From an optimization exercise on the open Yosys and OpenROAD flow, aimed at small area; shortcuts taken in it are not production practice. Only simulation tests tie the RTL to the original design; equivalence was not proved. Power figures rest on the tool's default switching activity, not on a simulated workload.

--- flow/config.mk ---
export PLATFORM = sky130hd
export DESIGN_NAME = tracking_channel
export DESIGN_NICKNAME = tracking_channel
export VERILOG_FILES = /design/flow/design.v
export SDC_FILE = /design/flow/constraint.sdc
export NUM_CORES = 4
export LEC_CHECK = 0
export CAP_MARGIN = 0
export CORE_MARGIN = 2
export CORE_UTILIZATION = 70
export SLEW_MARGIN = 0
export SYNTH_HIERARCHICAL = 1
--- flow/constraint.sdc ---
create_clock -name core_clock -period 10.0 [get_ports {clk}]
set_input_delay 2.0000 -clock core_clock [delete_from_list [all_inputs] [get_ports {clk}]]
set_output_delay 2.0000 -clock core_clock [all_outputs]
set_load 0.01 [all_outputs]
--- flow/design.v ---
module carrier_mixer (
  input  logic       if_sign,
  input  logic       if_mag,
  input  logic       carrier_sign,
  input  logic       carrier_mag,
  output logic       mix_sign,
  output logic [2:0] mix_mag
);
  assign mix_mag[0] = ~carrier_mag;
  assign mix_mag[1] =  if_mag | carrier_mag;
  assign mix_mag[2] =  if_mag & carrier_mag;
  assign mix_sign = ~(if_sign ^ carrier_sign);
endmodule
module carrier_nco (
  input  logic        clk,
  input  logic        rstn,
  input  logic        tic_enable,
  input  logic [28:0] f_control,
  output logic [31:0] carrier_val,
  output logic [3:0]  phase_reg       
);
  logic [29:0] accum_reg;
  logic [21:0] cycle_count_reg;
  logic [29:0] sum;
  logic        carry;
  logic [22:0] k;
  logic [21:0] cnt_inc;
  nco_adder #(.W(30), .B1(10), .B2(20), .BT(29)) add (
    .a(accum_reg), .b(f_control), .s(sum), .co(carry)
  );
  always_ff @(posedge clk) begin
    if (!rstn) accum_reg <= '0;
    else       accum_reg <= sum;
  end
  assign phase_reg = accum_reg[29:26];
  assign k[0]  = carry;
  assign k[11] = carry & (&cycle_count_reg[10:0]);
  for (genvar i = 0; i < 22; i++) begin : g_cnt
    if (i == 10 || i == 21) begin : g_x
      hx_cell u_hx (.a(cycle_count_reg[i]), .b(k[i]), .s(cnt_inc[i]));
    end else begin : g_h
      ha_cell u_ha (.a(cycle_count_reg[i]), .b(k[i]), .s(cnt_inc[i]), .co(k[i+1]));
    end
  end
  always_ff @(posedge clk) begin
    if (!rstn || tic_enable) cycle_count_reg <= '0;
    else                     cycle_count_reg <= cnt_inc;
  end
  logic        lat_load, lat_hold;
  logic [31:0] cv_next;
  assign lat_load = tic_enable & rstn;
  assign lat_hold = ~tic_enable & rstn;
  for (genvar i = 0; i < 32; i++) begin : g_cv
    logic nv;
    if (i < 10) begin : g_ph
      assign nv = accum_reg[20+i];
    end else begin : g_cc
      assign nv = cycle_count_reg[i-10];
    end
    sel_cell u_sel (.s1(lat_load), .x(nv), .s0(lat_hold), .y(carrier_val[i]), .z(cv_next[i]));
  end
  always_ff @(posedge clk) begin
    carrier_val <= cv_next;
  end
endmodule
module code_nco (
  input  logic        clk,
  input  logic        rstn,
  input  logic        tic_enable,
  input  logic [27:0] f_control,
  output logic        hc_enable,
  output logic [9:0]  code_nco_phase
);
  logic [28:0] accum_reg;
  logic [28:0] sum;
  logic        carry;
  nco_adder #(.W(29), .B1(10), .B2(20), .BT(28)) add (
    .a(accum_reg), .b(f_control), .s(sum), .co(carry)
  );
  always_ff @(posedge clk) begin
    if (!rstn) accum_reg <= '0;
    else       accum_reg <= sum;
  end
  logic       lat_load, lat_hold;
  logic [9:0] ph_next;
  assign lat_load = tic_enable & rstn;
  assign lat_hold = ~tic_enable & rstn;
  for (genvar i = 0; i < 10; i++) begin : g_ph
    sel_cell u_sel (.s1(lat_load), .x(accum_reg[19+i]), .s0(lat_hold), .y(code_nco_phase[i]), .z(ph_next[i]));
  end
  always_ff @(posedge clk) begin
    code_nco_phase <= ph_next;
  end
  always_ff @(posedge clk) begin
    hc_enable <= rstn & carry;
  end
endmodule
module nco_adder #(
  parameter int W  = 30,
  parameter int B1 = 10,
  parameter int B2 = 20,
  parameter int BT = 29
) (
  input  logic [W-1:0] a,
  input  logic [BT-1:0] b,     
  output logic [W-1:0] s,
  output logic         co
);
  logic [W:0]   c0;    
  logic [W-1:0] s0;    
  logic [W:0]   t1, t2;  
  logic         cb1, cb2;
  for (genvar i = 0; i < W; i++) begin : g_rc
    if (i == 0 || i == B1 || i == B2) begin : g_z
      ha_cell u_ha (.a(a[i]), .b(b[i]), .s(s0[i]), .co(c0[i+1]));
    end else if (i >= BT) begin : g_t
      ha_cell u_ha (.a(a[i]), .b(c0[i]), .s(s0[i]), .co(c0[i+1]));
    end else begin : g_c
      fa_cell u_fa (.a(a[i]), .b(b[i]), .ci(c0[i]), .s(s0[i]), .co(c0[i+1]));
    end
  end
  assign s[B1-1:0] = s0[B1-1:0];
  assign cb1 = c0[B1];
  assign t1[B1] = cb1;
  for (genvar i = B1; i < B2; i++) begin : g_i1
    if (i == B2 - 1) begin : g_x
      hx_cell u_hx (.a(s0[i]), .b(t1[i]), .s(s[i]));
    end else begin : g_h
      ha_cell u_ha (.a(s0[i]), .b(t1[i]), .s(s[i]), .co(t1[i+1]));
    end
  end
  assign cb2 = c0[B2] | (cb1 & (&s0[B2-1:B1]));
  assign t2[B2] = cb2;
  for (genvar i = B2; i < W; i++) begin : g_i2
    if (i == W - 1) begin : g_x
      hx_cell u_hx (.a(s0[i]), .b(t2[i]), .s(s[i]));
    end else begin : g_h
      ha_cell u_ha (.a(s0[i]), .b(t2[i]), .s(s[i]), .co(t2[i+1]));
    end
  end
  assign co = c0[W] | (cb2 & (&s0[W-1:B2]));
endmodule
module code_gen (
  input  logic        clk,
  input  logic        rstn,
  input  logic        tic_enable,
  input  logic        hc_enable,
  input  logic        prn_key_enable,
  input  logic [9:0]  prn_key,
  input  logic [10:0] code_slew,
  input  logic        slew_enable,
  output logic        dump_enable,
  output logic [10:0] code_phase,
  output logic        fc_enable,
  output logic        early,
  output logic        prompt,
  output logic        late
);
  logic [9:0]  g1, g2;
  logic        ca_code;
  logic [2:0]  shft_reg;
  logic [10:0] hc_count3;
  logic        hc_half;
  logic [10:0] slew;
  logic        slew_zero;
  logic [2:0]  hc_pos;
  logic        period_end;
  logic        slew_flag;
  logic        slew_trigger;
  logic np, fc_go, fc_stay, hc_go, hc_stay;
  assign np      = ~prn_key_enable;
  assign fc_go   =  fc_enable & np;
  assign fc_stay = ~fc_enable & np;
  assign hc_go   =  hc_enable & np;
  assign hc_stay = ~hc_enable & np;
  logic [9:0] g1_sh, g2_sh, g1_next, g2_next;
  logic       ca_next;
  assign g1_sh = {(g1[7] ^ g1[0]), g1[9:1]};
  assign g2_sh = {(g2[8] ^ g2[7] ^ g2[4] ^ g2[2] ^ g2[1] ^ g2[0]), g2[9:1]};
  for (genvar i = 0; i < 10; i++) begin : g_g
    selor_cell u_g1 (.s1(fc_go), .x(g1_sh[i]), .s0(fc_stay), .y(g1[i]), .c(prn_key_enable), .z(g1_next[i]));
    sel3_cell  u_g2 (.s2(prn_key_enable), .w(prn_key[i]), .s1(fc_go), .x(g2_sh[i]), .s0(fc_stay), .y(g2[i]), .z(g2_next[i]));
  end
  sel_cell u_ca (.s1(fc_go), .x(g1[0] ^ g2[0]), .s0(fc_stay), .y(ca_code), .z(ca_next));
  always_ff @(posedge clk) begin
    g1      <= g1_next;
    g2      <= g2_next;
    ca_code <= ca_next;
  end
  logic [2:0] sr_in, sr_next;
  assign sr_in = {shft_reg[1:0], ca_code};
  for (genvar i = 0; i < 3; i++) begin : g_sr
    sel_cell u_sel (.s1(hc_go), .x(sr_in[i]), .s0(hc_stay), .y(shft_reg[i]), .z(sr_next[i]));
  end
  always_ff @(posedge clk) shft_reg <= sr_next;
  assign early  = shft_reg[2];
  assign prompt = shft_reg[1];
  assign late   = shft_reg[0];
  logic [11:0] h3k;
  logic [10:0] h3inc;
  logic        h3_keep;
  assign h3k[0]  = hc_enable;
  assign h3_keep = ~(prn_key_enable | dump_enable);
  for (genvar i = 0; i < 11; i++) begin : g_h3
    if (i == 10) begin : g_x
      hx_cell u_hx (.a(hc_count3[i]), .b(h3k[i]), .s(h3inc[i]));
    end else begin : g_h
      ha_cell u_ha (.a(hc_count3[i]), .b(h3k[i]), .s(h3inc[i]), .co(h3k[i+1]));
    end
  end
  always_ff @(posedge clk) hc_count3 <= h3inc & {11{h3_keep}};
  logic [10:0] cp_next;
  for (genvar i = 0; i < 11; i++) begin : g_cp
    sel_cell u_sel (.s1(tic_enable), .x(hc_count3[i]), .s0(~tic_enable), .y(code_phase[i]), .z(cp_next[i]));
  end
  always_ff @(posedge clk) code_phase <= cp_next;
  logic [10:0] slew_n;
  assign slew      = ~slew_n;
  assign slew_zero = &slew_n;
  logic [11:0] sb;
  logic [10:0] slew_hs, slew_n_next;
  logic        sl_load, sl_keep;
  assign sb[0]   = hc_enable & ~slew_zero;
  assign sl_load =  slew_trigger & np;
  assign sl_keep = ~slew_trigger & np;
  for (genvar i = 0; i < 11; i++) begin : g_sd
    if (i == 10) begin : g_x
      hx_cell u_hx (.a(slew_n[i]), .b(sb[i]), .s(slew_hs[i]));
    end else begin : g_h
      ha_cell u_ha (.a(slew_n[i]), .b(sb[i]), .s(slew_hs[i]), .co(sb[i+1]));
    end
    selor_cell u_sel (.s1(sl_load), .x(~code_slew[i]), .s0(sl_keep), .y(slew_hs[i]),
                      .c(prn_key_enable), .z(slew_n_next[i]));
  end
  always_ff @(posedge clk) begin
    slew_n    <= slew_n_next;
    fc_enable <= np & hc_enable & slew_zero & hc_half;
    hc_half   <= np & (hc_half ^ (hc_enable & slew_zero));
  end
  logic [11:0] remain_n;
  assign period_end = hc_pos[2] & (remain_n == ~12'd2053);
  logic [12:0] rb;
  logic [11:0] remain_hs, remain_n_next;
  logic        rm_load, rm_keep;
  assign rb[0]   = hc_enable;
  assign rm_load = hc_enable & (hc_pos == 3'd1);
  assign rm_keep = ~rm_load;
  for (genvar i = 0; i < 12; i++) begin : g_rd
    if (i == 11) begin : g_x
      hx_cell u_hx (.a(remain_n[i]), .b(rb[i]), .s(remain_hs[i]));
    end else begin : g_h
      ha_cell u_ha (.a(remain_n[i]), .b(rb[i]), .s(remain_hs[i]), .co(rb[i+1]));
    end
    if (i < 11) begin : g_l
      sel_cell u_sel (.s1(rm_load), .x(~(slew_flag & code_slew[i])), .s0(rm_keep), .y(remain_hs[i]), .z(remain_n_next[i]));
    end else begin : g_t
      assign remain_n_next[i] = rm_load | remain_hs[i];
    end
  end
  always_ff @(posedge clk) remain_n <= remain_n_next;
  always_ff @(posedge clk) begin
    if (prn_key_enable) begin
      hc_pos       <= 3'd0;
      dump_enable  <= 1'b0;
      slew_trigger <= 1'b0;
    end
    else begin
      dump_enable  <= hc_enable & (hc_pos == 3'd3);
      slew_trigger <= hc_enable & (hc_pos == 3'd1) & slew_flag;
      if (hc_enable) begin
        if (period_end)        hc_pos <= 3'd0;
        else if (!hc_pos[2])   hc_pos <= hc_pos + 3'd1;
      end
    end
  end
  always_ff @(posedge clk) begin
    slew_flag <= np & (slew_enable | (slew_flag & ~dump_enable));
  end
endmodule
module selor_cell (
  input  logic s1,
  input  logic x,
  input  logic s0,
  input  logic y,
  input  logic c,
  output logic z
);
  assign z = (s1 & x) | (s0 & y) | c;
endmodule
module sel3_cell (
  input  logic s2,
  input  logic w,
  input  logic s1,
  input  logic x,
  input  logic s0,
  input  logic y,
  output logic z
);
  assign z = (s2 & w) | (s1 & x) | (s0 & y);
endmodule
module epoch_counter (
  input  logic        clk,
  input  logic        rstn,
  input  logic        tic_enable,
  input  logic        dump_enable,
  input  logic        epoch_enable,
  input  logic [10:0] epoch_load,
  output logic [10:0] epoch,
  output logic [10:0] epoch_check
);
  logic [4:0] cycle_count;
  logic [5:0] bit_count;
  logic       cycle_count_overflow;
  logic       bit_count_overflow;
  assign cycle_count_overflow = (cycle_count == 5'd19);
  assign bit_count_overflow   = (bit_count == 6'd49);
  logic [5:0] ck;
  logic [6:0] bk;
  logic [4:0] c_inc;
  logic [5:0] b_inc;
  assign ck[0] = dump_enable;
  assign bk[0] = dump_enable & cycle_count_overflow;
  for (genvar i = 0; i < 5; i++) begin : g_ci
    if (i == 4) begin : g_x
      hx_cell u_hx (.a(cycle_count[i]), .b(ck[i]), .s(c_inc[i]));
    end else begin : g_h
      ha_cell u_ha (.a(cycle_count[i]), .b(ck[i]), .s(c_inc[i]), .co(ck[i+1]));
    end
  end
  for (genvar i = 0; i < 6; i++) begin : g_bi
    if (i == 5) begin : g_x
      hx_cell u_hx (.a(bit_count[i]), .b(bk[i]), .s(b_inc[i]));
    end else begin : g_h
      ha_cell u_ha (.a(bit_count[i]), .b(bk[i]), .s(b_inc[i]), .co(bk[i+1]));
    end
  end
  logic ld, c_keep, b_keep;
  assign ld     = rstn & epoch_enable;
  assign c_keep = rstn & ~epoch_enable & ~(dump_enable & cycle_count_overflow);
  assign b_keep = rstn & ~epoch_enable & ~(bk[0] & bit_count_overflow);
  logic [10:0] cnt_next;
  for (genvar i = 0; i < 5; i++) begin : g_cn
    sel_cell u_sel (.s1(ld), .x(epoch_load[i]), .s0(c_keep), .y(c_inc[i]), .z(cnt_next[i]));
  end
  for (genvar i = 0; i < 6; i++) begin : g_bn
    sel_cell u_sel (.s1(ld), .x(epoch_load[5+i]), .s0(b_keep), .y(b_inc[i]), .z(cnt_next[5+i]));
  end
  always_ff @(posedge clk) begin
    cycle_count <= cnt_next[4:0];
    bit_count   <= cnt_next[10:5];
  end
  logic [10:0] epoch_check_d;
  assign epoch_check_d = {bit_count, cycle_count};
  logic [10:0] ep_next;
  for (genvar i = 0; i < 11; i++) begin : g_ep
    sel_cell u_sel (.s1(tic_enable), .x(epoch_check_d[i]), .s0(~tic_enable), .y(epoch[i]), .z(ep_next[i]));
  end
  always_ff @(posedge clk) begin
    epoch       <= ep_next;
    epoch_check <= epoch_check_d;
  end
endmodule
module accumulator (
  input  logic        clk,
  input  logic        load,           
  input  logic        hold,           
  input  logic        keep_d,         
  input  logic        code_d,
  input  logic        mix_sign_d,
  input  logic [2:0]  mix_p_d,        
  output logic signed [15:0] accumulation
);
  logic [15:0] accum_d;
  logic [15:0] a, b, accum_now;
  logic [16:0] c;
  logic        neg;
  assign neg = code_d ^ mix_sign_d;
  assign a   = accum_d & {16{keep_d}};
  assign b   = {{13{neg}}, mix_p_d ^ {3{code_d}}};
  assign c[0] = neg;
  for (genvar i = 0; i < 16; i++) begin : g_add
    fa_cell u_fa (.a(a[i]), .b(b[i]), .ci(c[i]), .s(accum_now[i]), .co(c[i+1]));
  end
  always_ff @(posedge clk) begin
    accum_d <= accum_now;
  end
  logic [15:0] acc_next;
  for (genvar i = 0; i < 16; i++) begin : g_out
    sel_cell u_sel (.s1(load), .x(accum_now[i]), .s0(hold), .y(accumulation[i]), .z(acc_next[i]));
  end
  always_ff @(posedge clk) begin
    accumulation <= acc_next;
  end
endmodule
module fa_cell (
  input  logic a,
  input  logic b,
  input  logic ci,
  output logic s,
  output logic co
);
  assign s  = a ^ b ^ ci;
  assign co = (a & b) | (a & ci) | (b & ci);
endmodule
module ha_cell (
  input  logic a,
  input  logic b,
  output logic s,
  output logic co
);
  assign s  = a ^ b;
  assign co = a & b;
endmodule
module sel_cell (
  input  logic s1,
  input  logic x,
  input  logic s0,
  input  logic y,
  output logic z
);
  assign z = (s1 & x) | (s0 & y);
endmodule
module hx_cell (
  input  logic a,
  input  logic b,
  output logic s
);
  assign s = a ^ b;
endmodule
module tracking_channel (
  input  logic        clk,
  input  logic        rstn,
  input  logic        if_sign,
  input  logic        if_mag,
  input  logic        pre_tic_enable,
  input  logic        tic_enable,
  input  logic [28:0] carr_nco_fc,
  input  logic [27:0] code_nco_fc,
  input  logic [9:0]  prn_key,
  input  logic        prn_key_enable,
  input  logic [10:0] code_slew,
  input  logic        slew_enable,
  input  logic        epoch_enable,
  input  logic [10:0] epoch_load,
  output logic        dump,
  output logic signed [15:0] i_early,
  output logic signed [15:0] q_early,
  output logic signed [15:0] i_prompt,
  output logic signed [15:0] q_prompt,
  output logic signed [15:0] i_late,
  output logic signed [15:0] q_late,
  output logic [31:0] carrier_val,
  output logic [20:0] code_val,
  output logic [10:0] epoch,
  output logic [10:0] epoch_check,
  output logic        test_point_01,
  output logic        test_point_02,
  output logic        test_point_03
);
  logic        hc_enable, fc_enable;
  logic        dump_enable;
  logic        early_code, prompt_code, late_code;
  logic [3:0]  phase_reg;
  logic        if_sign_d, if_mag_d;
  logic        rstn_d, dump_d;
  logic        early_d, prompt_d, late_d;
  always_ff @(posedge clk) begin
    if_sign_d <= if_sign;
    if_mag_d  <= if_mag;
    rstn_d    <= rstn;
    dump_d    <= dump_enable;
    early_d   <= early_code;
    prompt_d  <= prompt_code;
    late_d    <= late_code;
  end
  assign dump = dump_enable;
  logic carrier_i_sign, carrier_i_mag, carrier_q_sign, carrier_q_mag;
  always_comb begin
    case (phase_reg)
      4'd15, 4'd0:  {carrier_i_sign, carrier_i_mag, carrier_q_sign, carrier_q_mag} = 4'b1011;
      4'd1,  4'd2:  {carrier_i_sign, carrier_i_mag, carrier_q_sign, carrier_q_mag} = 4'b1110;
      4'd3,  4'd4:  {carrier_i_sign, carrier_i_mag, carrier_q_sign, carrier_q_mag} = 4'b1100;
      4'd5,  4'd6:  {carrier_i_sign, carrier_i_mag, carrier_q_sign, carrier_q_mag} = 4'b1001;
      4'd7,  4'd8:  {carrier_i_sign, carrier_i_mag, carrier_q_sign, carrier_q_mag} = 4'b0001;
      4'd9,  4'd10: {carrier_i_sign, carrier_i_mag, carrier_q_sign, carrier_q_mag} = 4'b0100;
      4'd11, 4'd12: {carrier_i_sign, carrier_i_mag, carrier_q_sign, carrier_q_mag} = 4'b0110;
      default:      {carrier_i_sign, carrier_i_mag, carrier_q_sign, carrier_q_mag} = 4'b0011;
    endcase
  end
  logic        mix_i_sign, mix_q_sign;
  logic [2:0]  mix_i_mag,  mix_q_mag;
  carrier_mixer i_cos (
    .if_sign      (if_sign_d),
    .if_mag       (if_mag_d),
    .carrier_sign (carrier_i_sign),
    .carrier_mag  (carrier_i_mag),
    .mix_sign     (mix_i_sign),
    .mix_mag      (mix_i_mag)
  );
  carrier_mixer q_sin (
    .if_sign      (if_sign_d),
    .if_mag       (if_mag_d),
    .carrier_sign (carrier_q_sign),
    .carrier_mag  (carrier_q_mag),
    .mix_sign     (mix_q_sign),
    .mix_mag      (mix_q_mag)
  );
  logic [2:0] mag_i_g, mag_q_g, p_i, p_q;
  logic       keep_d;
  assign mag_i_g = mix_i_mag & {3{rstn_d}};
  assign mag_q_g = mix_q_mag & {3{rstn_d}};
  assign p_i     = mag_i_g ^ {3{mix_i_sign}};
  assign p_q     = mag_q_g ^ {3{mix_q_sign}};
  assign keep_d  = ~dump_d & rstn_d;
  logic acc_load, acc_hold;
  assign acc_load = dump_enable & rstn;
  assign acc_hold = ~dump_enable & rstn;
  carrier_nco carrnco (
    .clk         (clk),
    .rstn        (rstn),
    .tic_enable  (tic_enable),
    .f_control   (carr_nco_fc),
    .carrier_val (carrier_val),
    .phase_reg   (phase_reg)
  );
  code_nco codenco (
    .clk           (clk),
    .rstn          (rstn),
    .tic_enable    (pre_tic_enable),
    .f_control     (code_nco_fc),
    .hc_enable     (hc_enable),
    .code_nco_phase(code_val[9:0])
  );
  code_gen codegen (
    .clk            (clk),
    .rstn           (rstn),
    .tic_enable     (tic_enable),
    .hc_enable      (hc_enable),
    .prn_key_enable (prn_key_enable),
    .prn_key        (prn_key),
    .code_slew      (code_slew),
    .slew_enable    (slew_enable),
    .dump_enable    (dump_enable),
    .code_phase     (code_val[20:10]),
    .fc_enable      (fc_enable),
    .early          (early_code),
    .prompt         (prompt_code),
    .late           (late_code)
  );
  epoch_counter epc (
    .clk          (clk),
    .rstn         (rstn),
    .tic_enable   (tic_enable),
    .dump_enable  (dump_enable),
    .epoch_enable (epoch_enable),
    .epoch_load   (epoch_load),
    .epoch        (epoch),
    .epoch_check  (epoch_check)
  );
  accumulator ie (.clk(clk), .load(acc_load), .hold(acc_hold), .keep_d(keep_d),
                  .code_d(early_d),  .mix_sign_d(mix_i_sign), .mix_p_d(p_i), .accumulation(i_early));
  accumulator ip (.clk(clk), .load(acc_load), .hold(acc_hold), .keep_d(keep_d),
                  .code_d(prompt_d), .mix_sign_d(mix_i_sign), .mix_p_d(p_i), .accumulation(i_prompt));
  accumulator il (.clk(clk), .load(acc_load), .hold(acc_hold), .keep_d(keep_d),
                  .code_d(late_d),   .mix_sign_d(mix_i_sign), .mix_p_d(p_i), .accumulation(i_late));
  accumulator qe (.clk(clk), .load(acc_load), .hold(acc_hold), .keep_d(keep_d),
                  .code_d(early_d),  .mix_sign_d(mix_q_sign), .mix_p_d(p_q), .accumulation(q_early));
  accumulator qp (.clk(clk), .load(acc_load), .hold(acc_hold), .keep_d(keep_d),
                  .code_d(prompt_d), .mix_sign_d(mix_q_sign), .mix_p_d(p_q), .accumulation(q_prompt));
  accumulator ql (.clk(clk), .load(acc_load), .hold(acc_hold), .keep_d(keep_d),
                  .code_d(late_d),   .mix_sign_d(mix_q_sign), .mix_p_d(p_q), .accumulation(q_late));
  assign test_point_01 = hc_enable;
  assign test_point_02 = fc_enable;
  assign test_point_03 = prompt_code;
endmodule
--- flow/flow/run.sh ---
#!/bin/bash
# Layout flow: the standard ORFS flow (standard.sh, unchanged synthesis),
# with two settings changed:
#  - every input and output port still gets its own buffer, but a small
#    buf_1 instead of the default delay buffer (repair may resize it);
#  - clock tree: no dummy loads, smaller clock buffers.
# Each tool's full output is kept in orfs/logs; make's output in standard.log.
set -euo pipefail
export BUFFER_PORTS_ARGS="-buffer_cell sky130_fd_sc_hd__buf_1"
export CTS_ARGS="-sink_clustering_enable -repair_clock_nets -dont_use_dummy_load -buf_list sky130_fd_sc_hd__clkbuf_8 -sink_clustering_size 16 -sink_clustering_max_diameter 60"
bash standard.sh > standard.log 2>&1
--- flow/standard.sh ---
#!/bin/bash
# synth_recipe.tcl (not shown) runs the flow's synth.tcl, then flattens the netlist and writes it again
# the make line also repeats each setting of config.mk as NAME=value (left out here)
make -C /OpenROAD-flow-scripts/flow DESIGN_CONFIG=/design/flow/config.mk WORK_HOME=/design/flow/orfs CLKGATE_MAP_FILE= SYNTH_SCRIPT=/design/flow/synth_recipe.tcl "${@:-finish}"
==> flow_summary.yaml, run 1 <==
job:
  cap_violations: 0
final_layout:
  largest_reg_flops: 32
  layout-drive-gt1-share: 0.04959
  fin_area_um2: 19300
  fillers: 1597
  area_growth_pct: 10.19
  nNetsFinal: 1945
critical_path:
  timing.rr.start: "carrnco.accum_reg[28]"
  path_delay_family: "adder cells"
  crit_fanout: 6
  startpoint: "carrnco.accum_reg[28]"
  critPathBufInv: 0
  setup.worst_path.end: "ip.accumulation[15]"
  cp_common_cell: "fa_1"
  worstPathRequired_ps: 10440
  path_depth: 22
  cp-end-kind: "register"
  reg2reg_depth: 22
  slowest_stage: "xnor2_1"
  critical_path_class: "reg2reg"
  crit_chain: "nand3_1 > xor2_1 > xnor2_1 > xnor2_1 > xor2_1 > fa_1 > fa_1 > fa_1 > fa_1 > fa_1 > fa_1 > fa_1 > fa_1 > fa_1 > fa_1 > fa_1 > fa_1 > fa_1 > fa_1 > fa_1 > fa_1 > a22o_1"
  reg2reg_slack_ps: 1040
  max_stage_delay_ps: 800
  rr_endpoint: "ip.accumulation[15]"
  worstPathArrival_ps: 9400
  start_kind: "register"
sta:
  period_share: 0.8965
  min_period_ps: 8965
  skew_ps: 89.27
  hold_viol_final: 0
  setup_violations: 0
  rsz0062_at_grt: "false"
  drv_slew: 0
  timing.setup.tns_ps: 0
  worst_pin_slew_ps: 1258
  setup_slack_ps: 1035
  relSlewSlack: 0.1613
  fmax_ghz: 0.1115
yosys:
  ys_ff_latch: 433
  netlist_area_um2: 17520
  yosys_warnings: 12
  synth_largest_area_cell: "dfxtp_1"
  ys_types: 41
  async_reset_ff_frac: 0
  syn_avg_cell_area_um2: 13.32
  netlist_top_cells_count: "dfxtp_1, a22o_1, and2_1, fa_1, ha_1"
  synth_area_leaders: "dfxtp_1, fa_1, a22o_1, ha_1, and2_1"
  syn_inst: 1315
  synth.top_cell.area_share: 0.4948
  synth_edf_count: 0
  synth_seq_area_share: 0.4948
  yosysMostFrequentCell: "dfxtp_1"
  syn-num-nets: 1665
  ys.flop_type: "dfxtp_1"
clock_network:
  cts_buffer_depth: 3
  cts-resized-gates: 0
  clock_sinks: 433
  cts_tree: "yes"
  cts-root-buf: "clkbuf_8"
  clkLatencyLatePin_ps: 540
  cts_hold_buffers: 0
  clk_pin_slew_ps: 100
  cts-htree-levels: 2
  post_cts_buffers: 0
  cts_buffers: 35
placed_design:
  gp_congestion: 0.8241
  portBuffers: 272
  post-place-ws_ps: 1066
  placed_area_um2: 18810
  hpwl_mm: 24.33
hold_path:
  hp-class: "reg2reg"
pwr:
  clockPowerShare: 0.147
  p_sw_w: 0.002049
  switching_share: 0.3610
  power.internal_w: 0.003627
  ir_drop_mv: 0.2292
  p_leak_nw: 8.364
  total_power_w: 0.005676
  p_per_area_nw_per_um2: 294.0
  share_seq_of_total_power: 0.408
  power_frac_comb: 0.445
floorplan:
  die_y_um: 162.2
  io_pins: 273
  rows: 57
  start_util: 0.7161
  die_w_um: 162.2
  core_um2: 24460
  die_area_um2: 26310
routing:
  drc: 0
  num_vias: 10690
  wl_per_cell_um: 17.81
  finalWirelength_mm: 34.20
  postRouteAntennaNets: 0
  drt_pass1_iterations: 5
  drtIter0Drc: 654
  via_per_inst: 5.570
global_route:
  antenna_found_initial: 4
  grtUsageTotal: 0.2702
  grt_max_degree: 97
  overflow: 0
  grt_pass1_wl_mm: 57.16
  grt_pass1_vias: 11260
status:
  status: "complete, no violations"
==> layout make-up <==
type                            count  area (µm²)  share of cell area
Sequential cell                   433        8668              0.4491
Multi-Input combinational cell    810        8511              0.4409
Timing Repair Buffer              284        1114             0.05769
Clock buffer                       35       481.7             0.02495
Tap cell                          324       405.4             0.02100
Inverter                           31       116.4            0.006028
Antenna cell                        3       7.507           0.0003889
==> modules after synthesis, one instance, submodules excluded, a selection <==
module,cells inside,cell area [µm²],flops+latches,copies in the design
accumulator,53,783.3,32,6
code_gen,165,2041,77,1
selor_cell,1,10.01,0,21
code_nco,75,1016,40,1
carrier_mixer,4,26.28,0,2
sel_cell,1,8.758,0,186
hx_cell,1,8.758,0,11
ha_cell,1,12.51,0,103
sel3_cell,2,13.76,0,10
epoch_counter,41,714.4,33,1
fa_cell,1,20.02,0,147
tracking_channel,29,285.3,7,1
carrier_nco,151,2131,84,1
==> power by group through the flow <==
| stage | combinational (W) | sequential, W | clock, W |
|---|---|---|---|
| 2_1_floorplan | 0.00188 | 0.00232 | 0 |
| 3_3_place_gp | 0.00236 | 0.00234 | 0 |
| 3_5_place_dp | 0.00249 | 0.00235 | 0 |
| 4_1_cts | 0.00255 | 0.00232 | 0.000854 |
| 5_1_grt | 0.00292 | 0.00236 | 0.000920 |
| 6_report | 0.00253 | 0.00232 | 0.000832 |
==> metrics by stage <==
step	std cells	util	hold WS [ps]
2_1_floorplan	1315	-	331.7
3_3_place_gp	1882	0.7691	358.7
3_5_place_dp	1882	0.7691	355.3
4_1_cts	1917	0.7888	393.6
6_report	1920	0.7891	392.5
5_1_grt	1918	0.7889	402.3
==> how the worst min path moves through the flow <==
stage / end / start / slack, ps / cells past startpoint
2_1_floorplan: early_d / codegen.shft_reg[2] / 330 / 0
4_1_cts: early_d / codegen.shft_reg[2] / 390 / 0
3_3_place_gp: early_d / codegen.shft_reg[2] / 360 / 0
6_report: early_d / codegen.shft_reg[2] / 390 / 0
3_5_place_dp: early_d / codegen.shft_reg[2] / 360 / 0
5_1_grt: early_d / codegen.shft_reg[2] / 400 / 0
==> routing by layer <==
metal	up-vias	GRT usage	wire length, µm
li1	5119	-	-
met1	5278	0.3590	14700
met5	-	0	19
met2	244	0.4509	16620
met3	49	0.06461	2123
met4	4	0.06919	732
==> cells in the final DEF, fill, tap and decap left out, types with 15 or more instances in the layout <==
cell type  instances
inv_1             31
ha_1             105
dfxtp_1          433
buf_1            270
xor2_1            35
and2_2            15
fa_1             147
a221o_1           21
clkbuf_8          35
nand2_1           21
and2_1           179
a22o_1           186
==> cells by family after synthesis <==
| kind of cell | Yosys count | synth area share |
|---|---|---|
| buf+inv | 72 | 0.02293 |
| flops | 433 | 0.4948 |
| compound gates | 232 | 0.1168 |
| fa+ha+maj | 252 | 0.2430 |
| xor+xnor | 54 | 0.02700 |
| simple gates | 272 | 0.09542 |
==> run 2: changes to the inputs <==
--- a/flow/config.mk
+++ b/flow/config.mk
@@ -7,6 +7,7 @@
 export LEC_CHECK = 0
 export CAP_MARGIN = 0
 export CORE_MARGIN = 2
-export CORE_UTILIZATION = 70
+export CORE_UTILIZATION = 55
+export PLACE_DENSITY = 0.75
 export SLEW_MARGIN = 0
 export SYNTH_HIERARCHICAL = 1
==> run 2 against run 1 <==
  * Sequential cell count did not move
  * Register-to-register slack improved by 20 ps
  * Highest routed layer unchanged
  * Largest cell class unchanged
  * Die area rose by 27%
==> flow_summary.yaml, run 2 <==
clock_network:
  cts-root-buf: "clkbuf_8"
  cts_hold_buffers: 0
  cts_tree: "yes"
  cts-resized-gates: 0
  post_cts_buffers: 0
  cts_buffers: 35
  clkLatencyLatePin_ps: 560
  clk_pin_slew_ps: 100
  cts-htree-levels: 2
  clock_sinks: 433
  cts_buffer_depth: 3
routing:
  postRouteAntennaNets: 0
  drt_pass1_iterations: 5
  wl_per_cell_um: 17.12
  drc: 0
  via_per_inst: 5.367
  num_vias: 10730
  finalWirelength_mm: 34.24
  drtIter0Drc: 539
hold_path:
  hold_start: "codegen.shft_reg[2]"
  holdPathEnd: "early_d"
  holdPathStages: 0
  hp-class: "reg2reg"
critical_path:
  max_stage_delay_ps: 840
  worstPathRequired_ps: 10440
  slowest_stage: "xnor2_1"
  timing.rr.start: "carrnco.accum_reg[28]"
  crit_chain: "a21oi_1 > xor2_1 > xnor2_1 > xnor2_1 > xor2_1 > fa_1 > fa_1 > fa_1 > fa_1 > fa_1 > fa_1 > fa_1 > fa_1 > fa_1 > fa_1 > fa_1 > fa_1 > fa_1 > fa_1 > fa_1 > fa_1 > a22o_1"
  start_kind: "register"
  reg2reg_slack_ps: 1060
  cp_common_cell: "fa_1"
  cp-end-kind: "register"
  worstPathArrival_ps: 9380
  reg2reg_depth: 22
  critical_path_class: "reg2reg"
  crit_fanout: 6
  rr_endpoint: "qp.accumulation[15]"
yosys:
  yosysMostFrequentCell: "dfxtp_1"
  yosys_warnings: 12
  ys.flop_type: "dfxtp_1"
  synth_largest_area_cell: "dfxtp_1"
  ys_ff_latch: 433
  synth_area_leaders: "dfxtp_1, fa_1, a22o_1, ha_1, and2_1"
  async_reset_ff_frac: 0
  synth-adder-area-share: 0.2430
  synth.top_cell.area_share: 0.4948
  ys_types: 41
  syn-num-nets: 1665
  synth_simple_gate_area_share: 0.09542
  netlist_top_cells_count: "dfxtp_1, a22o_1, and2_1, fa_1, ha_1"
  muxShareOfSynthArea: 0
  synth_seq_area_share: 0.4948
  synth_compound_area_frac: 0.1168
  netlist_area_um2: 17520
  synth_xor_area_frac: 0.02700
  syn_inst: 1315
  synth_edf_count: 0
  synth_top_family_by_area: "adder cells"
  syn_avg_cell_area_um2: 13.32
final_layout:
  multiInputGateArea_um2: 8511
  nNetsFinal: 1948
  fillers: 2509
  layout-drive-gt1-share: 0.05138
  layout_common_cells: "dfxtp_1, buf_1, a22o_1"
  final_common_cell: "dfxtp_1"
  regArea_um2: 8668
  area_growth_pct: 10.86
  post-route-util: 0.6171
  largest_reg_flops: 32
placed_design:
  portBuffers: 272
  gp_congestion: 0.8149
  hpwl_mm: 24.39
pwr:
  p_leak_nw: 8.378
  total_power_w: 0.005674
  ir_drop_mv: 0.1838
  p_per_area_nw_per_um2: 292.1
sta:
  hold_ws_ps: 379.4
  relSlewSlack: 0.1883
  min_period_ps: 8941
  setup_violations: 0
  period_share: 0.8941
  fmax_ghz: 0.1118
  drv_slew: 0
  timing.setup.tns_ps: 0
  rsz0062_at_grt: "false"
  worst_pin_slew_ps: 1217
  hold_viol_final: 0
  skew_ps: 43.90
floorplan:
  die_area_um2: 33300
  io_pins: 273
  start_util: 0.5566
  die_y_um: 182.5
  rows: 65
  core_um2: 31470
  die_w_um: 182.5
global_route:
  grtUsageTotal: 0.2137
  grt_max_degree: 97
  overflow: 0
  antenna_found_initial: 6
  grt_pass1_wl_mm: 57.72
  grt_pass1_vias: 11230
job:
  cap_violations: 0
status:
  status: "complete, no violations"
## run 2: per-stage QoR
stage               worst slack (ps)  area [µm²]  std cells
floorplan                       1477       17520       1315
global placement                1226       18930       1963
detailed placement              1123       18930       1963
CTS                             1017       19420       1998
global route                   690.5       19420       1998
finish                          1059       19420       2000
## run 2: how the worst max path moves through the flow
| stage | start | end | slack (ps) | cells after the start |
|---|---|---|---|---|
| 3_3_place_gp | carrnco.accum_reg[28] | qp.accumulation[15] | 1230 | 22 |
| 3_5_place_dp | carrnco.accum_reg[28] | qe.accumulation[15] | 1120 | 22 |
| 5_1_grt | carrnco.accum_reg[28] | qp.accumulation[15] | 690 | 22 |
| 2_1_floorplan | carrnco.accum_reg[28] | ie.accumulation[15] | 1480 | 22 |
| 4_1_cts | carrnco.accum_reg[28] | qp.accumulation[15] | 1020 | 22 |
| 6_report | carrnco.accum_reg[28] | qp.accumulation[15] | 1060 | 22 |
## run 2: power breakdown
group	switching, W	internal (W)	leakage [nW]
clock	0.000528	0.000316	0.252
combinational	0.00137	0.00115	4.56
sequential	0.000150	0.00216	3.56
total	0.00205	0.00362	8.38
## run 2: final cells by class
class,count,share of cell area
flip-flops and latches,433,0.4463
clock buffers,35,0.02480
diodes,2,0.0002577
well taps,402,0.02590
multi-input cells,810,0.4382
repair buffers,287,0.05850
inverters,31,0.005992
## run 2: routing by layer
metal	GRT usage	wire, µm
met5	0	60
met1	0.2822	14970
met2	0.3481	16000
met3	0.06047	2457
met4	0.05548	751
## run 2: critical path, delay by kind of cell, from the launching register on
family | cells | cell delay [ps]
adders and majority gates | 16 | 6480
xor gates and xnor gates | 4 | 1560
DFF | 1 | 470
AOI/OAI and AO/OA | 2 | 320
## run 2: cells by family after synthesis
logic type	Yosys count
buffers and inverters	72
adders and majority gates	252
DFF	433
and+or+nand+nor	272
AOI/OAI and AO/OA	232
xor gates and xnor gates	54
## run 2: Yosys stat by module, one instance, submodules excluded, excerpt
module | cells inside | cell area, µm² | copies in the design | flops+latches
carrier_nco | 151 | 2131 | 1 | 84
code_gen | 165 | 2041 | 1 | 77
code_nco | 75 | 1016 | 1 | 40
accumulator | 53 | 783.3 | 6 | 32
epoch_counter | 41 | 714.4 | 1 | 33
tracking_channel | 29 | 285.3 | 1 | 7
carrier_mixer | 4 | 26.28 | 2 | 0
fa_cell | 1 | 20.02 | 147 | 0
sel3_cell | 2 | 13.76 | 10 | 0
ha_cell | 1 | 12.51 | 103 | 0
selor_cell | 1 | 10.01 | 21 | 0
hx_cell | 1 | 8.758 | 11 | 0
sel_cell | 1 | 8.758 | 186 | 0
==> run 3: changes to the inputs <==
--- a/flow/config.mk
+++ b/flow/config.mk
@@ -8,6 +8,5 @@
 export CAP_MARGIN = 0
 export CORE_MARGIN = 2
 export CORE_UTILIZATION = 55
-export PLACE_DENSITY = 0.75
 export SLEW_MARGIN = 0
 export SYNTH_HIERARCHICAL = 1
==> run 3 against run 2 <==
  * Still clean
  * Worst setup slack better by 58 ps
  * Via count down 1.9%
  * First-iteration DRC count down 8.3%
==> flow_summary.yaml, run 3 <==
yosys:
  synth_edf_count: 0
  synth_largest_area_cell: "dfxtp_1"
  yosys_warnings: 12
  async_reset_ff_frac: 0
  syn_avg_cell_area_um2: 13.32
  synth_area_leaders: "dfxtp_1, fa_1, a22o_1, ha_1, and2_1"
  yosysMostFrequentCell: "dfxtp_1"
  ys_types: 41
  ys.flop_type: "dfxtp_1"
  synth.top_cell.area_share: 0.4948
  syn_inst: 1315
  netlist_top_cells_count: "dfxtp_1, a22o_1, and2_1, fa_1, ha_1"
  synth_seq_area_share: 0.4948
  netlist_area_um2: 17520
  ys_ff_latch: 433
  syn-num-nets: 1665
critical_path:
  cp-end-kind: "register"
  max_stage_delay_ps: 820
  critPathBufInv: 0
  worstPathRequired_ps: 10430
  cp_common_cell: "fa_1"
  crit_fanout: 6
  slowest_stage: "xnor2_1"
  reg2reg_slack_ps: 1120
  crit_chain: "a21oi_1 > xor2_1 > xnor2_1 > xnor2_1 > xor2_1 > fa_1 > fa_1 > fa_1 > fa_1 > fa_1 > fa_1 > fa_1 > fa_1 > fa_1 > fa_1 > fa_1 > fa_1 > fa_1 > fa_1 > fa_1 > fa_1 > a22o_1"
  critical_path_class: "reg2reg"
  path_delay_family: "adder cells"
  start_kind: "register"
  worstPathArrival_ps: 9310
floorplan:
  die_w_um: 182.5
  die_y_um: 182.5
  io_pins: 273
  core_um2: 31470
  start_util: 0.5566
  rows: 65
  die_area_um2: 33300
clock_network:
  cts_hold_buffers: 0
  cts-root-buf: "clkbuf_8"
  clkLatencyLatePin_ps: 550
  cts-htree-levels: 2
  cts-resized-gates: 0
  clock_sinks: 433
  post_cts_buffers: 0
  cts_buffer_depth: 3
  clk_pin_slew_ps: 90
  cts_buffers: 37
  cts_tree: "yes"
global_route:
  grt_use_met2: 0.3311
  grt_max_degree: 97
  busiest_layer: "met2"
  antenna_found_initial: 5
  grtUsageMet3: 0.05548
  grtUsageTotal: 0.2089
  grt_pass1_wl_mm: 56.18
  met1_usage: 0.2820
  overflow: 0
  grt_pass1_vias: 10870
final_layout:
  nNetsFinal: 1948
  layout_common_cells: "dfxtp_1, buf_1, a22o_1"
  layout-drive-gt1-share: 0.05138
  area_growth_pct: 10.92
  final_common_cell: "dfxtp_1"
  fillers: 2618
  post-route-util: 0.6174
  largest_reg_flops: 32
  fin_area_um2: 19430
routing:
  drt_pass1_iterations: 4
  drc: 0
  wl_per_cell_um: 16.81
  finalWirelength_mm: 33.61
  postRouteAntennaNets: 0
  num_vias: 10530
  drtIter0Drc: 494
  via_per_inst: 5.267
sta:
  period_share: 0.8883
  hold_viol_final: 0
  min_period_ps: 8883
  fmax_ghz: 0.1126
  drv_slew: 0
  setup_violations: 0
  timing.setup.tns_ps: 0
  worst_pin_slew_ps: 1110
  skew_ps: 50.86
  rsz0062_at_grt: "false"
  hold_ws_ps: 370.6
  relSlewSlack: 0.2599
pwr:
  total_power_w: 0.005636
  p_leak_nw: 8.383
  p_per_area_nw_per_um2: 290.1
  ir_drop_mv: 0.1611
job:
  cap_violations: 0
placed_design:
  gp_congestion: 0.7870
  hpwl_mm: 23.71
  placed_area_um2: 18920
  portBuffers: 272
status:
  status: "complete, no violations"
hold_path:
  hp-class: "reg2reg"
-- run 3: cell count changes in the layout (fill, tap and decap cells not counted) --
cell | before | now
diode_2 | 2 | 1
clkbuf_8 | 35 | 37
buf_4 | 15 | 13
-- run 3: modules after synthesis (local to each module, per instance), excerpt --
module	flops+latches	cells	copies in the design
code_gen	77	165	1
accumulator	32	53	6
ha_cell	0	1	103
tracking_channel	7	29	1
fa_cell	0	1	147
carrier_nco	84	151	1
sel3_cell	0	2	10
hx_cell	0	1	11
sel_cell	0	1	186
selor_cell	0	1	21
epoch_counter	33	41	1
carrier_mixer	0	4	2
-- run 3: report_power, final --
part / switching [W] / internal, W
registers: 0.000147 / 0.00216
clock network: 0.000534 / 0.000333
logic: 0.00133 / 0.00113
-- run 3: through the flow --
stage	instances	setup WS, ps
final	1999	1117
after detailed placement	1961	1093
after floorplan	1315	1477
after global routing	1999	685.1
after CTS	1998	1081
after global placement	1961	1172
-- run 3: final timing paths --
kind                                            start                   to  cells after the start
worst max-delay path            carrnco.accum_reg[26]  qp.accumulation[15]                     22
worst min-delay path              codegen.shft_reg[2]              early_d                      0
worst max register to register  carrnco.accum_reg[26]  qp.accumulation[15]                     22
worst min register to register    codegen.shft_reg[2]              early_d                      0
-- run 3: kinds of logic after synthesis --
family | count (synthesis) | share of synthesized area
flops | 433 | 0.4948
simple gates | 272 | 0.09542
fa+ha+maj | 252 | 0.2430
compound gates | 232 | 0.1168
buf+inv | 72 | 0.02293
xor+xnor | 54 | 0.02700
-- run 3: final cells by class --
type / instances / area [µm²] / area share
Timing Repair Buffer: 285 / 1121 / 0.05770
Antenna cell: 1 / 2.502 / 0.0001288
Tap cell: 402 / 503.0 / 0.02589
Sequential cell: 433 / 8668 / 0.4461
Multi-Input combinational cell: 810 / 8511 / 0.4380
Clock buffer: 37 / 509.2 / 0.02621
Inverter: 31 / 116.4 / 0.005988
-- run 3: per-layer routing --
| metal | up-vias | wire length (µm) |
|---|---|---|
| met5 | - | 50 |
| met2 | 238 | 15230 |
| met4 | 8 | 992 |
| met1 | 5085 | 15140 |
| li1 | 5131 | - |
| met3 | 66 | 2198 |
-- run 3: worst register-to-register path: stages, from the launching register on --
cell     delay [ps]
dfxtp_1         450
a21oi_1         120
xor2_1          160
xnor2_1         820
xnor2_1         340
xor2_1          240
fa_1            430
fa_1            390
fa_1            440
fa_1            410
fa_1            390
fa_1            400
fa_1            400
fa_1            390
fa_1            400
fa_1            400
fa_1            390
fa_1            380
fa_1            380
fa_1            390
fa_1            380
fa_1            460
a22o_1          220
==> run 4: changes to the inputs <==
--- a/flow/flow/run.sh
+++ b/flow/flow/run.sh
@@ -7,5 +7,5 @@
 # Each tool's full output is kept in orfs/logs; make's output in standard.log.
 set -euo pipefail
 export BUFFER_PORTS_ARGS="-buffer_cell sky130_fd_sc_hd__buf_1"
-export CTS_ARGS="-sink_clustering_enable -repair_clock_nets -dont_use_dummy_load -buf_list sky130_fd_sc_hd__clkbuf_8 -sink_clustering_size 16 -sink_clustering_max_diameter 60"
+export CTS_ARGS="-sink_clustering_enable -repair_clock_nets -dont_use_dummy_load -buf_list sky130_fd_sc_hd__clkbuf_8 -sink_clustering_size 18 -sink_clustering_max_diameter 55"
 bash standard.sh > standard.log 2>&1
==> run 4 against run 3 <==
  * Still clean on timing, DRC and antenna
  * Non-clock buffer count unchanged
  * Register-to-register slack about the same
  * Critical path depth unchanged
  * Worst setup slack got worse by 12 ps
  * Core utilization unchanged
  * Sequential share of layout area unchanged
  * Die area unchanged
  * Synthesized cell count unchanged
  * Worst hold slack got worse by 4.0 ps
  * Via count about the same
  * Largest cell class unchanged
==> flow_summary.yaml, run 4 <==
sta:
  hold_viol_final: 0
  timing.setup.tns_ps: 0
  rsz0062_at_grt: "false"
  setup_slack_ps: 1106
  relSlewSlack: 0.2660
  min_period_ps: 8894
  period_share: 0.8894
  drv_slew: 0
  worst_pin_slew_ps: 1101
  fmax_ghz: 0.1124
  skew_ps: 42.47
  setup_violations: 0
placed_design:
  gp_congestion: 0.7870
  post-place-ws_ps: 1093
  portBuffers: 272
  hpwl_mm: 23.71
  place_inst: 1961
final_layout:
  regArea_um2: 8668
  final_common_cell: "dfxtp_1"
  layout_common_cells: "dfxtp_1, buf_1, a22o_1"
  nNetsFinal: 1948
  finalNonFillerCells: 1999
  largest_reg_flops: 32
  fillers: 2620
  post-route-util: 0.6174
  area_growth_pct: 10.92
  layout-drive-gt1-share: 0.05138
  multiInputGateArea_um2: 8511
yosys:
  synth.top_cell.area_share: 0.4948
  ys.flop_type: "dfxtp_1"
  yosysMostFrequentCell: "dfxtp_1"
  synth_edf_count: 0
  async_reset_ff_frac: 0
  ys_ff_latch: 433
  synth_area_leaders: "dfxtp_1, fa_1, a22o_1, ha_1, and2_1"
  synth_largest_area_cell: "dfxtp_1"
  synth_seq_area_share: 0.4948
  syn-num-nets: 1665
  netlist_top_cells_count: "dfxtp_1, a22o_1, and2_1, fa_1, ha_1"
  ys_types: 41
  syn_inst: 1315
  yosys_warnings: 12
  syn_avg_cell_area_um2: 13.32
  netlist_area_um2: 17520
routing:
  top_layer: "met5"
  num_vias: 10530
  wl_met1_mm: 15.07
  met2_wirelength_mm: 15.34
  drc: 0
  drtIter0Drc: 502
  drt_pass1_iterations: 5
  finalWirelength_mm: 33.62
  via_per_inst: 5.268
  wl_met3_mm: 2.210
  wl_per_cell_um: 16.82
  postRouteAntennaNets: 0
global_route:
  grtUsageTotal: 0.2091
  antenna_found_initial: 5
  grt_max_degree: 97
  grt_pass1_wl_mm: 56.23
  overflow: 0
  grt_pass1_vias: 10860
clock_network:
  post_cts_buffers: 0
  cts-root-buf: "clkbuf_8"
  cts_tree: "yes"
  cts-htree-levels: 2
  clk_pin_slew_ps: 80
  clock_sinks: 433
  cts-resized-gates: 0
  clkLatencyLatePin_ps: 570
  cts_hold_buffers: 0
  cts_buffers: 37
  cts_buffer_depth: 3
status:
  status: "complete, no violations"
critical_path:
  critical_path_class: "reg2reg"
  slowest_stage: "xnor2_1"
  rr_endpoint: "qp.accumulation[15]"
  critPathBufInv: 0
  reg2reg_slack_ps: 1110
  path_depth: 22
  start_kind: "register"
  cp-end-kind: "register"
  setup.worst_path.end: "qp.accumulation[15]"
  worstPathArrival_ps: 9330
  crit_chain: "a21oi_1 > xor2_1 > xnor2_1 > xnor2_1 > xor2_1 > fa_1 > fa_1 > fa_1 > fa_1 > fa_1 > fa_1 > fa_1 > fa_1 > fa_1 > fa_1 > fa_1 > fa_1 > fa_1 > fa_1 > fa_1 > fa_1 > a22o_1"
  max_stage_delay_ps: 820
  path_delay_family: "adder cells"
  timing.rr.start: "carrnco.accum_reg[26]"
  cp_common_cell: "fa_1"
  reg2reg_depth: 22
  worstPathRequired_ps: 10430
  crit_fanout: 6
  startpoint: "carrnco.accum_reg[26]"
floorplan:
  die_y_um: 182.5
  io_pins: 273
  die_area_um2: 33300
  core_um2: 31470
  rows: 65
  start_util: 0.5566
  die_w_um: 182.5
hold_path:
  hp-class: "reg2reg"
pwr:
  p_per_area_nw_per_um2: 290.0
  ir_drop_mv: 0.1602
  p_leak_nw: 8.383
  total_power_w: 0.005634
job:
  cap_violations: 0
-- run 4: cell counts after synthesis --
No cell type changed its count.
-- run 4: how the worst min path moves through the flow --
stage	from	end	slack [ps]	depth (start not counted)
after floorplan	codegen.shft_reg[2]	early_d	330	0
after global placement	codegen.shft_reg[2]	early_d	350	0
after detailed placement	codegen.shft_reg[2]	early_d	360	0
after CTS	codegen.shft_reg[2]	early_d	370	0
after global routing	codegen.shft_reg[2]	early_d	380	0
final	codegen.shft_reg[2]	early_d	370	0
-- run 4: stage by stage --
step           instance area, µm²  hold slack [ps]
6_report                    19430            366.6
4_1_cts                     19430            370.9
5_1_grt                     19430            381.0
2_1_floorplan               17520            331.7
3_3_place_gp                18920            348.7
3_5_place_dp                18920            358.6
-- run 4: where the power goes --
part	internal [W]	switching, W
Sequential	0.00216	0.000148
Clock	0.000333	0.000530
Combinational	0.00113	0.00134
-- run 4: worst reg2reg max path, delay by kind of cell, from the launching register on --
kind	cells	cell delay [ps]
AOI/OAI and AO/OA	2	340
xor gates and xnor gates	4	1560
adders and majority gates	16	6440
DFF	1	450
-- run 4: layout make-up --
type                    instances  area share
well taps                     402     0.02589
multi-input cells             810      0.4380
flip-flops and latches        433      0.4461
diodes                          1   0.0001288
inverters                      31    0.005988
clock buffers                  37     0.02621
repair buffers                285     0.05770
-- run 4: routing by layer --
metal	track usage	vias up
li1	-	5128
met1	0.2812	5085
met2	0.3316	241
met3	0.05588	68
met4	0.06548	8
met5	0	-
-- run 4: per-module statistics from Yosys (local to each module, per instance), excerpt --
module | times used | flops+latches | area, µm²
code_nco | 1 | 40 | 1016
hx_cell | 11 | 0 | 8.758
selor_cell | 21 | 0 | 10.01
sel_cell | 186 | 0 | 8.758
carrier_nco | 1 | 84 | 2131
code_gen | 1 | 77 | 2041
tracking_channel | 1 | 7 | 285.3
ha_cell | 103 | 0 | 12.51
fa_cell | 147 | 0 | 20.02
accumulator | 6 | 32 | 783.3
epoch_counter | 1 | 33 | 714.4
carrier_mixer | 2 | 0 | 26.28
sel3_cell | 10 | 0 | 13.76
-- run 4: cell families (layout without fill, tap and decap cells) --
group | after synthesis | in the layout | share of synthesized area
simple gates | 272 | 272 | 0.09542
xor+xnor | 54 | 54 | 0.02700
fa+ha+maj | 252 | 252 | 0.2430
compound gates | 232 | 232 | 0.1168
buf+inv | 72 | 353 | 0.02293
flops | 433 | 433 | 0.4948
other cells | 0 | 1 | 0
==> run 5: changes to the inputs <==
--- a/flow/flow/run.sh
+++ b/flow/flow/run.sh
@@ -7,5 +7,5 @@
 # Each tool's full output is kept in orfs/logs; make's output in standard.log.
 set -euo pipefail
 export BUFFER_PORTS_ARGS="-buffer_cell sky130_fd_sc_hd__buf_1"
-export CTS_ARGS="-sink_clustering_enable -repair_clock_nets -dont_use_dummy_load -buf_list sky130_fd_sc_hd__clkbuf_8 -sink_clustering_size 18 -sink_clustering_max_diameter 55"
+export CTS_ARGS="-sink_clustering_enable -repair_clock_nets -dont_use_dummy_load -buf_list sky130_fd_sc_hd__clkbuf_8 -sink_clustering_size 20 -sink_clustering_max_diameter 60"
 bash standard.sh > standard.log 2>&1
--- a/flow/config.mk
+++ b/flow/config.mk
@@ -7,6 +7,6 @@
 export LEC_CHECK = 0
 export CAP_MARGIN = 0
 export CORE_MARGIN = 2
-export CORE_UTILIZATION = 55
+export CORE_UTILIZATION = 70
 export SLEW_MARGIN = 0
 export SYNTH_HIERARCHICAL = 1
==> run 5 against run 4 <==
  * Worst hold slack worse by 8.8 ps
  * Clock skew grew 17 ps
  * Area after synthesis unchanged
  * Non-clock buffer count decreased by 1
  * Count of clock-buffer cells in the layout shrank 7
==> flow_summary.yaml, run 5 <==
hold_path:
  holdPathEnd: "epc.epoch_check[7]"
  hold_start: "epc.bit_count[2]"
  holdPathStages: 0
  hp-class: "reg2reg"
critical_path:
  critical_path_class: "reg2reg"
  worstPathRequired_ps: 10480
  worstPathArrival_ps: 9430
  reg2reg_slack_ps: 1050
  cp-end-kind: "register"
  rr_endpoint: "qp.accumulation[15]"
  reg2reg_depth: 22
  start_kind: "register"
  timing.rr.start: "carrnco.accum_reg[26]"
  crit_fanout: 6
routing:
  postRouteAntennaNets: 0
  drt_pass1_iterations: 8
  drc: 0
  via_per_inst: 5.584
  wl_per_cell_um: 17.65
  drtIter0Drc: 750
  finalWirelength_mm: 33.80
  num_vias: 10690
pwr:
  p_per_area_nw_per_um2: 291.4
  clockPowerShare: 0.138
  p_leak_nw: 8.328
  switching_share: 0.3619
  power.internal_w: 0.003576
  p_sw_w: 0.002029
  share_seq_of_total_power: 0.413
  ir_drop_mv: 0.1996
  power_frac_comb: 0.449
final_layout:
  fillers: 1609
  layout_common_cells: "dfxtp_1, buf_1, a22o_1"
  fin_area_um2: 19230
  nNetsFinal: 1940
  final_common_cell: "dfxtp_1"
  area_growth_pct: 9.799
  largest_reg_flops: 32
  layout-drive-gt1-share: 0.04660
yosys:
  synth.top_cell.area_share: 0.4948
  netlist_area_um2: 17520
  syn_inst: 1315
  synth_edf_count: 0
  yosys_warnings: 12
  syn-num-nets: 1665
  synth_area_leaders: "dfxtp_1, fa_1, a22o_1, ha_1, and2_1"
  async_reset_ff_frac: 0
  ys_ff_latch: 433
  synth_largest_area_cell: "dfxtp_1"
  ys_types: 41
  synth_seq_area_share: 0.4948
  syn_avg_cell_area_um2: 13.32
  yosysMostFrequentCell: "dfxtp_1"
  netlist_top_cells_count: "dfxtp_1, a22o_1, and2_1, fa_1, ha_1"
  ys.flop_type: "dfxtp_1"
clock_network:
  post_cts_buffers: 0
  cts-root-buf: "clkbuf_8"
  cts-htree-levels: 1
  clock_sinks: 433
  cts_hold_buffers: 0
  cts-resized-gates: 0
  cts_tree: "yes"
  cts_buffers: 30
  clkLatencyLatePin_ps: 600
  clk_pin_slew_ps: 110
  cts_buffer_depth: 3
global_route:
  grt_pass1_wl_mm: 56.70
  antenna_found_initial: 4
  grtUsageTotal: 0.2663
  overflow: 0
  grt_pass1_vias: 11160
  grt_max_degree: 97
sta:
  drv_slew: 0
  period_share: 0.8952
  fmax_ghz: 0.1117
  skew_ps: 59.64
  setup_slack_ps: 1048
  timing.setup.tns_ps: 0
  min_period_ps: 8952
  worst_pin_slew_ps: 1244
  hold_viol_final: 0
  setup_violations: 0
  rsz0062_at_grt: "false"
  relSlewSlack: 0.1708
status:
  status: "complete, no violations"
floorplan:
  rows: 57
  die_area_um2: 26310
  core_um2: 24460
  start_util: 0.7161
  die_y_um: 162.2
  die_w_um: 162.2
  io_pins: 273
job:
  cap_violations: 0
placed_design:
  portBuffers: 272
  placed_area_um2: 18810
  hpwl_mm: 24.33
  gp_congestion: 0.8241
  post-place-ws_ps: 1066
run 5: cell types whose count changed in the layout (fill, tap and decap cells not counted), sizes merged:
| cell | previous run | this run |
|---|---|---|
| buf | 283 | 282 |
| clkbuf | 39 | 32 |
| diode | 1 | 3 |
run 5: cell families after synthesis:
group           after synthesis  synth area share
compound gates              232            0.1168
buf+inv                      72           0.02293
flops                       433            0.4948
simple gates                272           0.09542
fa+ha+maj                   252            0.2430
xor+xnor                     54           0.02700
run 5: layout make-up:
class / instances / area (µm²) / area share
inverter: 31 / 116.4 / 0.006050
antenna: 3 / 7.507 / 0.0003903
clock buffer: 30 / 412.9 / 0.02147
sequential: 433 / 8668 / 0.4507
timing repair buffer: 284 / 1114 / 0.05789
tap: 324 / 405.4 / 0.02108
multi-input combinational: 810 / 8511 / 0.4425
run 5: power by group through the flow:
stage                     Combinational [W]  Sequential (W)  Clock [W]
final                               0.00251         0.00231   0.000775
after global routing                0.00291         0.00236   0.000855
after CTS                           0.00253         0.00232   0.000790
after detailed placement            0.00249         0.00235          0
after global placement              0.00236         0.00234          0
after floorplan                     0.00188         0.00232          0
run 5: per-layer routing:
metal,vias to the layer above,track usage,share of wire
met3,46,0.05490,0.058
met4,4,0.06356,0.022
met1,5275,0.3608,0.43
li1,5114,-,-
met5,-,0,0.00068
met2,254,0.4453,0.48
run 5: worst max path at each step:
| stage | to | start | slack, ps | cells after the start |
|---|---|---|---|---|
| 3_5_place_dp | ip.accumulation[15] | carrnco.accum_reg[28] | 1070 | 22 |
| 5_1_grt | ip.accumulation[15] | carrnco.accum_reg[26] | 650 | 22 |
| 3_3_place_gp | ie.accumulation[15] | carrnco.accum_reg[28] | 1210 | 22 |
| 2_1_floorplan | ie.accumulation[15] | carrnco.accum_reg[28] | 1480 | 22 |
| 4_1_cts | ip.accumulation[15] | carrnco.accum_reg[28] | 1040 | 22 |
| 6_report | qp.accumulation[15] | carrnco.accum_reg[26] | 1050 | 22 |
run 5: Yosys stat by module, one instance, submodules excluded, a selection:
module         copies in the design  cells inside
selor_cell                       21             1
carrier_mixer                     2             4
sel_cell                        186             1
code_nco                          1            75
epoch_counter                     1            41
fa_cell                         147             1
run 5: metrics by stage:
stage / std cells / util / hold WS, ps / total power [W]
after floorplan: 1315 / - / 331.7 / 0.004197
after global placement: 1882 / 0.7691 / 358.7 / 0.004699
after detailed placement: 1882 / 0.7691 / 355.3 / 0.004845
after CTS: 1912 / 0.7860 / 358.1 / 0.005642
after global routing: 1914 / 0.7862 / 359.3 / 0.006126
final: 1915 / 0.7863 / 357.9 / 0.005605
run 5: critical path: stages, from the launching register on:
cell	delay, ps
dfxtp_1	470
a21oi_1	120
xor2_1	160
xnor2_1	850
xnor2_1	310
xor2_1	230
fa_1	420
fa_1	390
fa_1	460
fa_1	410
fa_1	390
fa_1	410
fa_1	400
fa_1	400
fa_1	390
fa_1	390
fa_1	400
fa_1	390
fa_1	380
fa_1	380
fa_1	380
fa_1	470
a22o_1	230
==> run 6: changes to the inputs <==
--- a/flow/design.v
+++ b/flow/design.v
@@ -25,7 +25,7 @@
   logic        carry;
   logic [22:0] k;
   logic [21:0] cnt_inc;
-  nco_adder #(.W(30), .B1(10), .B2(20), .BT(29)) add (
+  nco_adder #(.W(30), .B1(13), .B2(22), .BT(29)) add (
     .a(accum_reg), .b(f_control), .s(sum), .co(carry)
   );
   always_ff @(posedge clk) begin
@@ -74,7 +74,7 @@
   logic [28:0] accum_reg;
   logic [28:0] sum;
   logic        carry;
-  nco_adder #(.W(29), .B1(10), .B2(20), .BT(28)) add (
+  nco_adder #(.W(29), .B1(13), .B2(21), .BT(28)) add (
     .a(accum_reg), .b(f_control), .s(sum), .co(carry)
   );
   always_ff @(posedge clk) begin
--- a/flow/flow/run.sh
+++ b/flow/flow/run.sh
@@ -7,5 +7,5 @@
 # Each tool's full output is kept in orfs/logs; make's output in standard.log.
 set -euo pipefail
 export BUFFER_PORTS_ARGS="-buffer_cell sky130_fd_sc_hd__buf_1"
-export CTS_ARGS="-sink_clustering_enable -repair_clock_nets -dont_use_dummy_load -buf_list sky130_fd_sc_hd__clkbuf_8 -sink_clustering_size 20 -sink_clustering_max_diameter 60"
+export CTS_ARGS="-sink_clustering_enable -repair_clock_nets -dont_use_dummy_load -buf_list sky130_fd_sc_hd__clkbuf_8 -sink_clustering_size 16 -sink_clustering_max_diameter 60"
 bash standard.sh > standard.log 2>&1
==> run 6 against run 5 <==
  * Still clean
  * Die area is 0.27% lower
  * Global-route usage hardly changed
  * Sequential share of layout area rose by 0.073 points
  * Critical path type unchanged
==> flow_summary.yaml, run 6 <==
status:
  status: "complete, no violations"
final_layout:
  largest_reg_flops: 32
  nNetsFinal: 1930
  n_antenna_cell: 0
  final_common_cell: "dfxtp_1"
  area_growth_pct: 9.927
  layout-drive-gt1-share: 0.04987
  post-route-util: 0.7873
  layout_common_cells: "dfxtp_1, buf_1, a22o_1"
  fin_area_um2: 19200
floorplan:
  die_w_um: 162.0
  die_area_um2: 26240
  start_util: 0.7162
  die_y_um: 162.0
  rows: 57
  core_um2: 24390
  io_pins: 273
clock_network:
  clock_sinks: 433
  cts_tree: "yes"
  cts-root-buf: "clkbuf_8"
  cts_hold_buffers: 0
  clk_pin_slew_ps: 100
  cts_buffer_depth: 3
  post_cts_buffers: 0
  cts-resized-gates: 0
  cts_buffers: 34
  cts-htree-levels: 2
  clkLatencyLatePin_ps: 560
sta:
  drv_slew: 0
  relSlewSlack: 0.2473
  hold_viol_final: 0
  skew_ps: 50.55
  fmax_ghz: 0.1090
  min_period_ps: 9177
  worst_pin_slew_ps: 1121
  timing.setup.tns_ps: 0
  rsz0062_at_grt: "false"
  setup_violations: 0
  period_share: 0.9177
global_route:
  antenna_found_initial: 1
  grtUsageTotal: 0.2662
  overflow: 0
  grt_pass1_vias: 11070
  grt_max_degree: 97
  grt_pass1_wl_mm: 56.54
critical_path:
  worstPathRequired_ps: 10430
  crit_fanout: 6
  critical_path_class: "reg2reg"
  timing.rr.start: "carrnco.accum_reg[28]"
  reg2reg_slack_ps: 820
  rr_endpoint: "ip.accumulation[15]"
  start_kind: "register"
  cp-end-kind: "register"
  reg2reg_depth: 22
  worstPathArrival_ps: 9610
yosys:
  synth_edf_count: 0
  netlist_top_cells_count: "dfxtp_1, a22o_1, and2_1, fa_1, ha_1"
  synth_area_leaders: "dfxtp_1, fa_1, a22o_1, ha_1, and2_1"
  yosys_warnings: 12
  yosysMostFrequentCell: "dfxtp_1"
  syn-num-nets: 1655
  async_reset_ff_frac: 0
  synth_seq_area_share: 0.4962
  synth.top_cell.area_share: 0.4962
  syn_inst: 1311
  ys_types: 43
  syn_avg_cell_area_um2: 13.33
  ys_ff_latch: 433
  ys.flop_type: "dfxtp_1"
  synth_largest_area_cell: "dfxtp_1"
  netlist_area_um2: 17470
placed_design:
  hpwl_mm: 23.59
  placed_area_um2: 18740
  gp_congestion: 0.8520
  portBuffers: 272
routing:
  via_per_inst: 5.610
  drc: 0
  num_vias: 10700
  finalWirelength_mm: 33.79
  postRouteAntennaNets: 0
  wl_per_cell_um: 17.71
  drt_pass1_iterations: 6
  drtIter0Drc: 681
pwr:
  ir_drop_mv: 0.2156
  power.internal_w: 0.003552
  clockPowerShare: 0.150
  switching_share: 0.3563
  p_sw_w: 0.001966
  p_leak_nw: 8.321
  power_frac_comb: 0.431
  p_per_area_nw_per_um2: 287.3
  share_seq_of_total_power: 0.419
hold_path:
  holdPathStages: 0
  hold_start: "codegen.shft_reg[0]"
  hp-class: "reg2reg"
  holdPathEnd: "late_d"
job:
  cap_violations: 0
-- run 6: cell count changes after synthesis, moves of 2 or more --
| cell | change |
|---|---|
| ha_1 | -6 |
| buf_4 | +6 |
| nor2_1 | +2 |
| nor3_1 | -2 |
| nand3_1 | -3 |
-- run 6: how the worst max path moves through the flow --
stage,from,to,slack (ps)
after floorplan,carr_nco_fc[0],carrnco.cycle_count_reg[21],690
after global placement,carr_nco_fc[0],carrnco.cycle_count_reg[21],380
after detailed placement,carr_nco_fc[0],carrnco.cycle_count_reg[21],240
after CTS,carr_nco_fc[0],carrnco.cycle_count_reg[21],810
after global routing,carr_nco_fc[0],carrnco.cycle_count_reg[21],420
final,carrnco.accum_reg[28],ip.accumulation[15],820
-- run 6: metal layers --
metal  vias to the layer above  track usage  share of wire
met5                         -            0        0.00038
met1                      5282       0.3631           0.43
li1                       5098            -              -
met3                        63      0.06359          0.066
met2                       259       0.4294           0.47
met4                         2      0.07804          0.028
-- run 6: through the flow --
| step | total power (W) | hold slack, ps | std cells | setup WS, ps |
|---|---|---|---|---|
| final | 0.005518 | 346.2 | 1908 | 823.0 |
| after global routing | 0.006031 | 362.6 | 1908 | 424.0 |
| after CTS | 0.005552 | 342.8 | 1908 | 810.6 |
| after detailed placement | 0.004684 | 358.1 | 1874 | 238.1 |
| after global placement | 0.004533 | 345.9 | 1874 | 383.2 |
| after floorplan | 0.004132 | 331.7 | 1311 | 687.4 |
-- run 6: modules after synthesis (local to each module, per instance), a selection --
module            flops+latches  area, µm²  copies in the design
carrier_nco                  84       2131                     1
accumulator                  32      783.3                     6
epoch_counter                33      714.4                     1
tracking_channel              7      285.3                     1
fa_cell                       0      20.02                   147
sel3_cell                     0      13.76                    10
ha_cell                       0      12.51                    97
sel_cell                      0      8.758                   186
-- run 6: kinds of logic (layout without fill, tap and decap cells) --
kind of cell	after synthesis	in the layout	share of synthesized area
AO/OA/AOI/OAI	232	232	0.1170
XOR/XNOR	54	54	0.02707
AND/OR/NAND/NOR	269	269	0.09497
adder cells (fa/ha/maj)	246	246	0.2394
flip-flops	433	433	0.4962
buffers and inverters	77	350	0.02535
-- run 6: power groups by stage --
stage               clock (W)  combinational (W)  sequential, W
finish               0.000829            0.00238        0.00231
global route         0.000921            0.00275        0.00236
CTS                  0.000848            0.00239        0.00232
detailed placement          0            0.00233        0.00235
global placement            0            0.00220        0.00234
floorplan                   0            0.00182        0.00231
-- run 6: critical path, stage by stage, from the launching register on --
cell,delay [ps]
dfxtp_1,510
nand3_1,140
xor2_1,170
xnor2_1,900
xnor2_1,330
xor2_1,230
fa_1,430
fa_1,400
fa_1,410
fa_1,430
fa_1,410
fa_1,420
fa_1,430
fa_1,420
fa_1,390
fa_1,400
fa_1,390
fa_1,390
fa_1,390
fa_1,410
fa_1,390
fa_1,460
a22o_1,210
-- run 6: layout make-up --
type / instances / area, µm²
inverters: 30 / 112.6
fillers: 1581 / 5187
repair buffers: 286 / 1129
clock buffers: 34 / 467.9
flip-flops and latches: 433 / 8668
multi-input cells: 801 / 8421
well taps: 324 / 405.4
